This is an optimization exercise on Yosys and OpenROAD, whose aim is small area, not a production implementation. Only simulation tests tie the RTL to the original design; equivalence was not proved. The clock port is modelled as an ideal driver; clocking choices that lean on that would not hold on a real chip. Power and IR drop assume default switching activity.

==> run F <==
## top
module top(
    input               sys_clk, sys_rst_n                  ,
    input               tim_psel, tim_pwrite, tim_penable   ,
    input   [31 : 0]    tim_paddr                           ,
    input   [31 : 0]    tim_pwdata                          ,
    output  [31 : 0]    tim_prdata                          ,
    input   [3 :  0]    tim_pstrb                           ,
    output              tim_pready                          ,
    output              tim_pslverr                         ,
    output              tim_int                             ,
    input               dbg_mode
);
    reg pready_r;
    wire acc = tim_psel & tim_penable;
    always @(posedge sys_clk or negedge sys_rst_n)
        if (!sys_rst_n) pready_r <= 1'b0;
        else            pready_r <= acc & ~pready_r;
    assign tim_pready = pready_r;
    wire wr = pready_r & acc & tim_pwrite;
    wire [11:0] a = tim_paddr[11:0];
    wire        a_ok = ~|{a[11:5], a[1:0]};
    wire [7:0]  sel = {8{a_ok}} & (8'b1 << a[4:2]);
    wire [31:0] wd = tim_pwdata;
    wire [3:0]  be = tim_pstrb;
    reg       timer_en, div_en;
    reg [3:0] div_val;
    wire err = sel[0] & (
                 (timer_en & be[0] & (wd[1] ^ div_en)) |
                 (be[1] & ((wd[11] & |wd[10:8]) | (timer_en & (wd[11:8] != div_val)))));
    assign tim_pslverr = tim_pwrite & err;
    wire tcr_we = wr & sel[0] & ~err;
    always @(posedge sys_clk or negedge sys_rst_n)
        if (!sys_rst_n) begin
            timer_en <= 1'b0;
            div_en   <= 1'b0;
            div_val  <= 4'd1;
        end else if (tcr_we) begin
            if (be[0]) begin timer_en <= wd[0]; div_en <= wd[1]; end
            if (be[1]) div_val <= wd[11:8];
        end
    reg halt_req, int_en;
    always @(posedge sys_clk or negedge sys_rst_n)
        if (!sys_rst_n) begin
            halt_req <= 1'b0;
            int_en   <= 1'b0;
        end else begin
            if (wr & sel[7] & be[0]) halt_req <= wd[0];
            if (wr & sel[5] & be[0]) int_en   <= wd[0];
        end
    wire halt = dbg_mode & halt_req;
    reg       ten_d;
    reg [7:0] pre;
    always @(posedge sys_clk) begin
        ten_d <= timer_en;
        if (!timer_en)           pre <= 8'd0;
        else if (div_en & ~halt) pre <= pre + 8'd1;
    end
  ...
==> flow/config.mk <==
export PLATFORM = sky130hd
export DESIGN_NAME = top
export DESIGN_NICKNAME = top
export VERILOG_FILES = /design/flow/design.v
export SDC_FILE = /design/flow/constraint.sdc
export NUM_CORES = 4
export LEC_CHECK = 0
export CAP_MARGIN = 20
export CORE_MARGIN = 2
export CORE_UTILIZATION = 40
export SLEW_MARGIN = 20
==> flow/constraint.sdc <==
create_clock -name core_clock -period 6.0 [get_ports {sys_clk}]
set_input_delay 1.2000 -clock core_clock [delete_from_list [all_inputs] [get_ports {sys_clk}]]
set_output_delay 1.2000 -clock core_clock [all_outputs]
set_load 0.01 [all_outputs]
standard.sh (not shown) runs the stock make flow with config.mk's settings and CLKGATE_MAP_FILE= SYNTH_SCRIPT=/design/flow/synth_recipe.tcl, a recipe that flattens the netlist after the stock synthesis.
==> flow/flow/run.sh <==
#!/bin/bash
# The standard layout with: ABC area recovery in synthesis (same registers and
# names), plain buf_1 port buffers, and a clkbuf_4 clock tree whose heavily loaded
# leaf buffers are upsized after CTS.
set -euo pipefail
W=$PWD
bash standard.sh \
  "BUFFER_PORTS_ARGS=-buffer_cell sky130_fd_sc_hd__buf_1" \
  "CTS_ARGS=-sink_clustering_enable -repair_clock_nets -root_buf sky130_fd_sc_hd__clkbuf_16 -buf_list sky130_fd_sc_hd__clkbuf_4 -dont_use_dummy_load" \
  "POST_CTS_TCL=$W/flow/cts_post.tcl" \
  finish > standard.log 2>&1
==> flow/flow/cts_post.tcl <==
estimate_parasitics -placement
set upsized 0
foreach inst [[ord::get_db_block] getInsts] {
  if {[[$inst getMaster] getName] ne "sky130_fd_sc_hd__clkbuf_4"} { continue }
  set net [[$inst findITerm X] getNet]
  if {$net eq "NULL"} { continue }
  set fanout 0
  set worst 0.0
  foreach it [$net getITerms] {
    if {[$it isOutputSignal]} { continue }
    incr fanout
    set pin [get_pins "[[$it getInst] getName]/[[$it getMTerm] getName]"]
    set s [get_property $pin slew_max]
    if {$s > $worst} { set worst $s }
  }
  if {$fanout >= 10 || $worst > 0.095} {
    puts "cts_post: upsizing [$inst getName] (fanout $fanout, slew $worst)"
    replace_cell [$inst getName] sky130_fd_sc_hd__clkbuf_8
    incr upsized
  }
}
puts "cts_post: upsized $upsized clock buffers"
if {$upsized} {
  detailed_placement
  check_placement -verbose
  estimate_parasitics -placement
}
==> run C: changes against run F <==
==> flow/flow/run.sh (replaced) <==
#!/bin/bash
# The standard layout with: ABC area recovery in synthesis (same registers and
# names), plain buf_1 port buffers, and a clkbuf_4 clock tree whose heavily loaded
# leaf buffers are upsized after CTS.
set -euo pipefail
W=$PWD
export ALT_ABC_SCRIPT=$W/flow/abc_alt.script
export FLOW_SYNTH_TCL=$W/synth_recipe.tcl
bash standard.sh \
  "SYNTH_SCRIPT=$W/flow/synth_alt.tcl" \
  "BUFFER_PORTS_ARGS=-buffer_cell sky130_fd_sc_hd__buf_1" \
  "CTS_ARGS=-sink_clustering_enable -repair_clock_nets -root_buf sky130_fd_sc_hd__clkbuf_8 -buf_list sky130_fd_sc_hd__clkbuf_4 -dont_use_dummy_load" \
  "POST_CTS_TCL=$W/flow/cts_post.tcl" \
  finish > standard.log 2>&1
==> flow/flow/abc_alt.script (new file) <==
&get -n
&st
&dch
&nf -R 1000
&st
&deepsyn -J 100 -T 120
&st
&syn2
&if -g -K 6
&synch2
&nf -R 1000
&st
&syn2
&if -g -K 6
&synch2
&nf -R 1000
&put
topo
stime -c
dnsize -c
--- a/flow/flow/cts_post.tcl
+++ b/flow/flow/cts_post.tcl
@@ -3,4 +3,5 @@
 foreach inst [[ord::get_db_block] getInsts] {
   if {[[$inst getMaster] getName] ne "sky130_fd_sc_hd__clkbuf_4"} { continue }
+  if {![string match "clkbuf_*" [$inst getName]]} { continue }
   set net [[$inst findITerm X] getNet]
   if {$net eq "NULL"} { continue }
@@ -14,5 +15,5 @@
     if {$s > $worst} { set worst $s }
   }
-  if {$fanout >= 10 || $worst > 0.095} {
+  if {$worst > 0.110} {
     puts "cts_post: upsizing [$inst getName] (fanout $fanout, slew $worst)"
     replace_cell [$inst getName] sky130_fd_sc_hd__clkbuf_8
==> flow/flow/synth_alt.tcl (new file) <==
# The standard flow's synthesis script unchanged, except that ABC runs flow/abc_alt.script
# (area-oriented: &deepsyn, stopped after 100 steps without gain, between &nf mappings with extra area recovery; no buffer -c or upsize -c).
proc abc {args} {
  set i [lsearch $args -script]
  if {$i >= 0} { lset args [expr {$i + 1}] $::env(ALT_ABC_SCRIPT) }
  yosys abc {*}$args
}
source $::env(FLOW_SYNTH_TCL)
CORE_UTILIZATION = 65   (was 40)
==> comparison table <==
metric                                                                                    run C                     run F
Clock transition at the registers of the reported paths                                 0.10 ns                   0.08 ns
Worst setup slack for register-to-register paths                                        1.67 ns                   1.89 ns
Met3 track demand over resource                                                           13.1%                     4.30%
Reg-to-Reg Start                                                                     div_val[3]                div_val[1]
Buffers excl. clock                                                                          96                        99
Most instantiated library cell after synthesis                         sky130_fd_sc_hd__nand2_1  sky130_fd_sc_hd__dfrtp_1
Power density cells                                                                 175 nW/um^2               175 nW/um^2
Depth of the critical timing path with buffers and inverters included                        10                         8
Multi-input combinational cell count                                                        748                       746
Via density per instance                                                                   6.96                      5.79
Final critical delay including setup and external delays                                4.96 ns                   4.98 ns
Routability congestion estimate                                                            1.01                     0.906
Worst relative slew slack                                                                 28.3%                     32.6%
Crit path arrival time                                                                  3.76 ns                   3.78 ns
Sequential Power Share                                                                    65.1%                     61.2%
Endpoint of the worst register-to-register path                                         cnt[46]                   cnt[63]
Switching portion of total power                                                          23.6%                     24.0%
Count of vias placed by the detailed router                                                8107                      7522
Area Growth Syn to Fin                                                                    9.62%                     8.21%
Outcome                                                        no timing/DRC/antenna violations  no timing/DRC/antenna violations

==> job 4866: inputs <==
==> flow/design.v <==
module top(
    input               sys_clk, sys_rst_n                  ,
    input               tim_psel, tim_pwrite, tim_penable   ,
    input   [31 : 0]    tim_paddr                           ,
    input   [31 : 0]    tim_pwdata                          ,
    output  [31 : 0]    tim_prdata                          ,
    input   [3 :  0]    tim_pstrb                           ,
    output              tim_pready                          ,
    output              tim_pslverr                         ,
    output              tim_int                             ,
    input               dbg_mode
);
    reg pready_r;
    wire acc = tim_psel & tim_penable;
    always @(posedge sys_clk or negedge sys_rst_n)
        if (!sys_rst_n) pready_r <= 1'b0;
        else            pready_r <= acc & ~pready_r;
    assign tim_pready = pready_r;
    wire wr = pready_r & acc & tim_pwrite;
    wire [11:0] a = tim_paddr[11:0];
    wire        a_ok = ~|{a[11:5], a[1:0]};
    wire [7:0]  sel = {8{a_ok}} & (8'b1 << a[4:2]);
    wire [31:0] wd = tim_pwdata;
    wire [3:0]  be = tim_pstrb;
    reg       timer_en, div_en;
    reg [3:0] div_val;
    wire err = sel[0] & (
                 (timer_en & be[0] & (wd[1] ^ div_en)) |
                 (be[1] & ((wd[11] & |wd[10:8]) | (timer_en & (wd[11:8] != div_val)))));
    assign tim_pslverr = tim_pwrite & err;
    wire tcr_we = wr & sel[0] & ~err;
    always @(posedge sys_clk or negedge sys_rst_n)
        if (!sys_rst_n) begin
            timer_en <= 1'b0;
            div_en   <= 1'b0;
            div_val  <= 4'd1;
        end else if (tcr_we) begin
            if (be[0]) begin timer_en <= wd[0]; div_en <= wd[1]; end
            if (be[1]) div_val <= wd[11:8];
        end
    reg halt_req, int_en;
    always @(posedge sys_clk or negedge sys_rst_n)
        if (!sys_rst_n) begin
            halt_req <= 1'b0;
            int_en   <= 1'b0;
        end else begin
            if (wr & sel[7] & be[0]) halt_req <= wd[0];
            if (wr & sel[5] & be[0]) int_en   <= wd[0];
        end
    wire halt = dbg_mode & halt_req;
    reg       ten_d;
    reg [7:0] pre;
    always @(posedge sys_clk) begin
        ten_d <= timer_en;
        if (!timer_en)           pre <= 8'd0;
        else if (div_en & ~halt) pre <= pre + 8'd1;
    end
    wire [7:0] pmask = ~(8'hff << div_val);
    wire tick = &(pre | ~pmask);
    wire cnt_en = timer_en & ~halt & (~div_en | tick);
    reg  [63:0] cnt;
    wire clear  = ten_d & ~timer_en;
    wire tdr_wr = wr & (sel[1] | sel[2]);
    wire inc    = cnt_en & ~tdr_wr;
    wire [7:0] ld = {8{clear}} | {{4{wr & sel[2]}} & be, {4{wr & sel[1]}} & be};
    wire [31:0] wdc = wd & {32{~clear}};
    wire [63:0] cnt_inc = cnt + {63'd0, inc};
    integer i;
    always @(posedge sys_clk or negedge sys_rst_n)
        if (!sys_rst_n) cnt <= 64'd0;
        else for (i = 0; i < 64; i = i + 1)
            cnt[i] <= ld[i/8] ? wdc[i%32] : cnt_inc[i];
    reg [63:0] ncmp;
    wire [63:0] cmp = ~ncmp;
    wire [7:0] cmp_we = {{4{wr & sel[4]}} & be, {4{wr & sel[3]}} & be};
    always @(posedge sys_clk or negedge sys_rst_n)
        if (!sys_rst_n) ncmp <= 64'd0;
        else for (i = 0; i < 64; i = i + 1)
            if (cmp_we[i/8]) ncmp[i] <= ~wd[i%32];
    reg isr;
    always @(posedge sys_clk or negedge sys_rst_n)
        if (!sys_rst_n) isr <= 1'b0;
        else if (wr & sel[6] & wd[0]) isr <= 1'b0;
        else if (cmp == cnt)          isr <= 1'b1;
    assign tim_int = int_en & isr;
    assign tim_prdata =
          ({32{sel[1]}} & cnt[31:0])
        | ({32{sel[2]}} & cnt[63:32])
        | ({32{sel[3]}} & cmp[31:0])
        | ({32{sel[4]}} & cmp[63:32])
        | ({32{sel[0]}} & {20'd0, div_val, 6'd0, div_en, timer_en})
        | {31'd0, sel[5] & int_en}
        | {31'd0, sel[6] & isr}
        | {30'd0, sel[7] & halt, sel[7] & halt_req};
endmodule
==> flow/flow/run.sh <==
#!/bin/bash
# The standard layout with: ABC area recovery in synthesis (same registers and
# names), plain buf_1 port buffers, and a clkbuf_4 clock tree whose heavily loaded
# leaf buffers are upsized after CTS.
set -euo pipefail
W=$PWD
export ALT_ABC_SCRIPT=$W/flow/abc_alt.script
export FLOW_SYNTH_TCL=$W/synth_recipe.tcl
bash standard.sh \
  "SYNTH_SCRIPT=$W/flow/synth_alt.tcl" \
  "BUFFER_PORTS_ARGS=-buffer_cell sky130_fd_sc_hd__buf_1" \
  "CTS_ARGS=-sink_clustering_enable -repair_clock_nets -root_buf sky130_fd_sc_hd__clkbuf_8 -buf_list sky130_fd_sc_hd__clkbuf_4 -dont_use_dummy_load" \
  "POST_CTS_TCL=$W/flow/cts_post.tcl" \
  finish > standard.log 2>&1
==> flow/flow/abc_alt.script <==
&get -n
&st
&dch
&nf -R 1000
&st
&deepsyn -J 100 -T 120
&st
&syn2
&if -g -K 6
&synch2
&nf -R 1000
&st
&syn2
&if -g -K 6
&synch2
&nf -R 1000
&put
topo
stime -c
dnsize -c
==> flow/flow/cts_post.tcl <==
estimate_parasitics -placement
set upsized 0
foreach inst [[ord::get_db_block] getInsts] {
  if {[[$inst getMaster] getName] ne "sky130_fd_sc_hd__clkbuf_4"} { continue }
  if {![string match "clkbuf_*" [$inst getName]]} { continue }
  set net [[$inst findITerm X] getNet]
  if {$net eq "NULL"} { continue }
  set fanout 0
  set worst 0.0
  foreach it [$net getITerms] {
    if {[$it isOutputSignal]} { continue }
    incr fanout
    set pin [get_pins "[[$it getInst] getName]/[[$it getMTerm] getName]"]
    set s [get_property $pin slew_max]
    if {$s > $worst} { set worst $s }
  }
  if {$worst > 0.110} {
    puts "cts_post: upsizing [$inst getName] (fanout $fanout, slew $worst)"
    replace_cell [$inst getName] sky130_fd_sc_hd__clkbuf_8
    incr upsized
  }
}
puts "cts_post: upsized $upsized clock buffers"
if {$upsized} {
  detailed_placement
  check_placement -verbose
  estimate_parasitics -placement
}
==> flow/flow/synth_alt.tcl <==
# The standard flow's synthesis script unchanged, except that ABC runs flow/abc_alt.script
# (area-oriented: &deepsyn, stopped after 100 steps without gain, between &nf mappings with extra area recovery; no buffer -c or upsize -c).
proc abc {args} {
  set i [lsearch $args -script]
  if {$i >= 0} { lset args [expr {$i + 1}] $::env(ALT_ABC_SCRIPT) }
  yosys abc {*}$args
}
source $::env(FLOW_SYNTH_TCL)
==> flow/standard.sh <==
#!/bin/bash
# synth_recipe.tcl (not shown) runs the flow's synth.tcl, then flattens the netlist and writes it again
# the make line also repeats each setting of config.mk as NAME=value (left out here)
make -C /OpenROAD-flow-scripts/flow DESIGN_CONFIG=/design/flow/config.mk WORK_HOME=/design/flow/orfs CLKGATE_MAP_FILE= SYNTH_SCRIPT=/design/flow/synth_recipe.tcl "${@:-finish}"
==> flow/config.mk <==
export PLATFORM = sky130hd
export DESIGN_NAME = top
export DESIGN_NICKNAME = top
export VERILOG_FILES = /design/flow/design.v
export SDC_FILE = /design/flow/constraint.sdc
export NUM_CORES = 4
export LEC_CHECK = 0
export CAP_MARGIN = 20
export CORE_MARGIN = 2
export CORE_UTILIZATION = 40
export SLEW_MARGIN = 20
==> flow/constraint.sdc <==
create_clock -name core_clock -period 6.0 [get_ports {sys_clk}]
set_input_delay 1.2000 -clock core_clock [delete_from_list [all_inputs] [get_ports {sys_clk}]]
set_output_delay 1.2000 -clock core_clock [all_outputs]
set_load 0.01 [all_outputs]
==> inputs of job 8674, as changes to job 4866 <==
--- a/flow/flow/run.sh
+++ b/flow/flow/run.sh
@@ -10,5 +10,5 @@
   "SYNTH_SCRIPT=$W/flow/synth_alt.tcl" \
   "BUFFER_PORTS_ARGS=-buffer_cell sky130_fd_sc_hd__buf_1" \
-  "CTS_ARGS=-sink_clustering_enable -repair_clock_nets -root_buf sky130_fd_sc_hd__clkbuf_8 -buf_list sky130_fd_sc_hd__clkbuf_4 -dont_use_dummy_load" \
+  "CTS_ARGS=-sink_clustering_enable -repair_clock_nets -root_buf sky130_fd_sc_hd__clkbuf_16 -buf_list sky130_fd_sc_hd__clkbuf_4 -dont_use_dummy_load" \
   "POST_CTS_TCL=$W/flow/cts_post.tcl" \
   finish > standard.log 2>&1
==> flow/flow/abc_alt.script (replaced) <==
&get -n
&st
&dch
&nf -R 1000
&st
&deepsyn -T 40
&st
&dch
&nf -R 1000
&put
topo
stime -c

dnsize -c
--- a/flow/flow/cts_post.tcl
+++ b/flow/flow/cts_post.tcl
@@ -15,5 +15,5 @@
     if {$s > $worst} { set worst $s }
   }
-  if {$worst > 0.110} {
+  if {$fanout >= 10 || $worst > 0.095} {
     puts "cts_post: upsizing [$inst getName] (fanout $fanout, slew $worst)"
     replace_cell [$inst getName] sky130_fd_sc_hd__clkbuf_8
==> flow/flow/synth_alt.tcl (replaced) <==
# The standard flow's synthesis script unchanged, except that ABC runs flow/abc_alt.script
# (area-oriented: &deepsyn for 40 s between &nf mappings with extra area recovery; no buffer -c or upsize -c).
proc abc {args} {
  set i [lsearch $args -script]
  if {$i >= 0} { lset args [expr {$i + 1}] $::env(ALT_ABC_SCRIPT) }
  yosys abc {*}$args
}
source $::env(FLOW_SYNTH_TCL)
==> inputs of job 3693, as changes to job 4866 <==
--- a/flow/flow/run.sh
+++ b/flow/flow/run.sh
@@ -10,5 +10,5 @@
   "SYNTH_SCRIPT=$W/flow/synth_alt.tcl" \
   "BUFFER_PORTS_ARGS=-buffer_cell sky130_fd_sc_hd__buf_1" \
-  "CTS_ARGS=-sink_clustering_enable -repair_clock_nets -root_buf sky130_fd_sc_hd__clkbuf_8 -buf_list sky130_fd_sc_hd__clkbuf_4 -dont_use_dummy_load" \
+  "CTS_ARGS=-sink_clustering_enable -repair_clock_nets -root_buf sky130_fd_sc_hd__clkbuf_16 -buf_list sky130_fd_sc_hd__clkbuf_4 -dont_use_dummy_load" \
   "POST_CTS_TCL=$W/flow/cts_post.tcl" \
   finish > standard.log 2>&1
==> flow/flow/abc_alt.script (replaced) <==
&get -n
&st
&dch
&nf -R 1000
&st
&syn2
&if -g -K 6
&synch2
&nf -R 1000
&st
&syn2
&if -g -K 6
&synch2
&nf -R 1000
&st
&syn2
&if -g -K 6
&synch2
&nf -R 1000
&st
&syn2
&if -g -K 6
&synch2
&nf -R 1000
&st
&syn2
&if -g -K 6
&synch2
&nf -R 1000
&st
&syn2
&if -g -K 6
&synch2
&nf -R 1000
&st
&syn2
&if -g -K 6
&synch2
&nf -R 1000
&st
&syn2
&if -g -K 6
&synch2
&nf -R 1000
&put
topo
stime -c

dnsize -c
--- a/flow/flow/cts_post.tcl
+++ b/flow/flow/cts_post.tcl
@@ -15,5 +15,5 @@
     if {$s > $worst} { set worst $s }
   }
-  if {$worst > 0.110} {
+  if {$fanout >= 10 || $worst > 0.095} {
     puts "cts_post: upsizing [$inst getName] (fanout $fanout, slew $worst)"
     replace_cell [$inst getName] sky130_fd_sc_hd__clkbuf_8
==> flow/flow/synth_alt.tcl (replaced) <==
# The standard flow's synthesis script unchanged, except that ABC runs flow/abc_alt.script
# (ORFS's speed script with more rounds, more area recovery in &nf, and no buffer -c or upsize -c).
proc abc {args} {
  set i [lsearch $args -script]
  if {$i >= 0} { lset args [expr {$i + 1}] $::env(ALT_ABC_SCRIPT) }
  yosys abc {*}$args
}
source $::env(FLOW_SYNTH_TCL)
==> qor summary <==
metric                                                                                job 8674                  job 3693                  job 4866
Number of cells in the design after placement                                            1,301                     1,237                     1,266
Number of nets in the layout                                                             1,205                     1,069                     1,097
Area of combinational cells with multiple inputs                                  0.004481 mm2              0.004379 mm2              0.004294 mm2
Cell count after synthesis                                                                 877                       876                       904
Final setup fails                                                                           23                         0                         0
Syn Nets                                                                                   954                       953                       981
GR Util met3                                                                            6.292%                    5.987%                    6.384%
Result of the run                                                   complete, but fails checks   complete, no violations   complete, no violations
Violated checks                                                           negative setup slack                         -                         -
Worst slew pin tran                                                                   1.035 ns                  1.052 ns                  1.222 ns
Clk network pwr share                                                                    34.8%                     35.2%                     31.7%
Width of the die                                                                      142.2 um                  145.7 um                  144.9 um
Number of buffer and inverter instances along the worst setup path                           1                         3                         3
Worst R2R End                                                                cnt[62]$_DFF_PN0_         cnt[60]$_DFF_PN0_         cnt[46]$_DFF_PN0_
Fraction of the yosys area taken by sequential cells                                    47.56%                    45.24%                    45.74%
Flip-flop and latch share of the layout cell area                                       35.80%                    40.38%                    40.99%
Final worst path period need                                                          7.682 ns                  4.896 ns                  4.973 ns
Non-clk bufs                                                                               232                        97                        97
Nature of the critical path endpoint                                                  register            primary output            primary output
Number of instances on the worst hold path                                                   2                         1                         1
Global-route wire length before repair                                               46,540 um                 38,920 um                 43,640 um
Final Cycle Share                                                                       128.0%                    81.61%                    82.88%
Share of the core filled with cells                                                     54.27%                    45.95%                    45.56%
Combinational power                                                                    67.5 uW                   60.3 uW                   58.9 uW
Most common library cell in the layout ignoring fill and taps         sky130_fd_sc_hd__a21oi_1  sky130_fd_sc_hd__dfrtp_1  sky130_fd_sc_hd__nand2_1

## what the ideal ports hide
No port has a modelled driver above. Below, the same layouts with a new extraction and two added sets of constraints. Step 1 sets driving cells, clkbuf_16 on the clock port and buf_2 on the other inputs (assumed; they add their load-dependent delay and slew). Step 2 times the ports against the registers' clock, not the clock port: input delays grow and output delays shrink by t, the midpoint of the rising clock arrivals with the driver on. a / b / c = ideal / step 1 / step 2; a / b = the first two.
run | t (ns) | slack for setup (ns) | hold slack, ns | cell pins on the clock port's net
run F | 0.416 | 1.017 / 0.996 / 0.920 | 0.451 / 0.451 / 0.451 | 1
run C | 0.473 | 1.044 / 1.023 / 0.804 | 0.457 / 0.457 / 0.457 | 1
job 4866 | 0.461 | 1.027 / 1.005 / 0.858 | 0.467 / 0.467 / 0.467 | 1
job 8674 | 0.420 | -1.682 / -1.656 / -2.076 | 0.514 / 0.514 / 0.514 | 1
job 3693 | 0.415 | 1.104 / 1.082 / 1.024 | 0.462 / 0.462 / 0.462 | 1
The setup slack of job 8674, which loses most, moves by +0.026 ns with the drivers and by -0.394 ns with both steps.
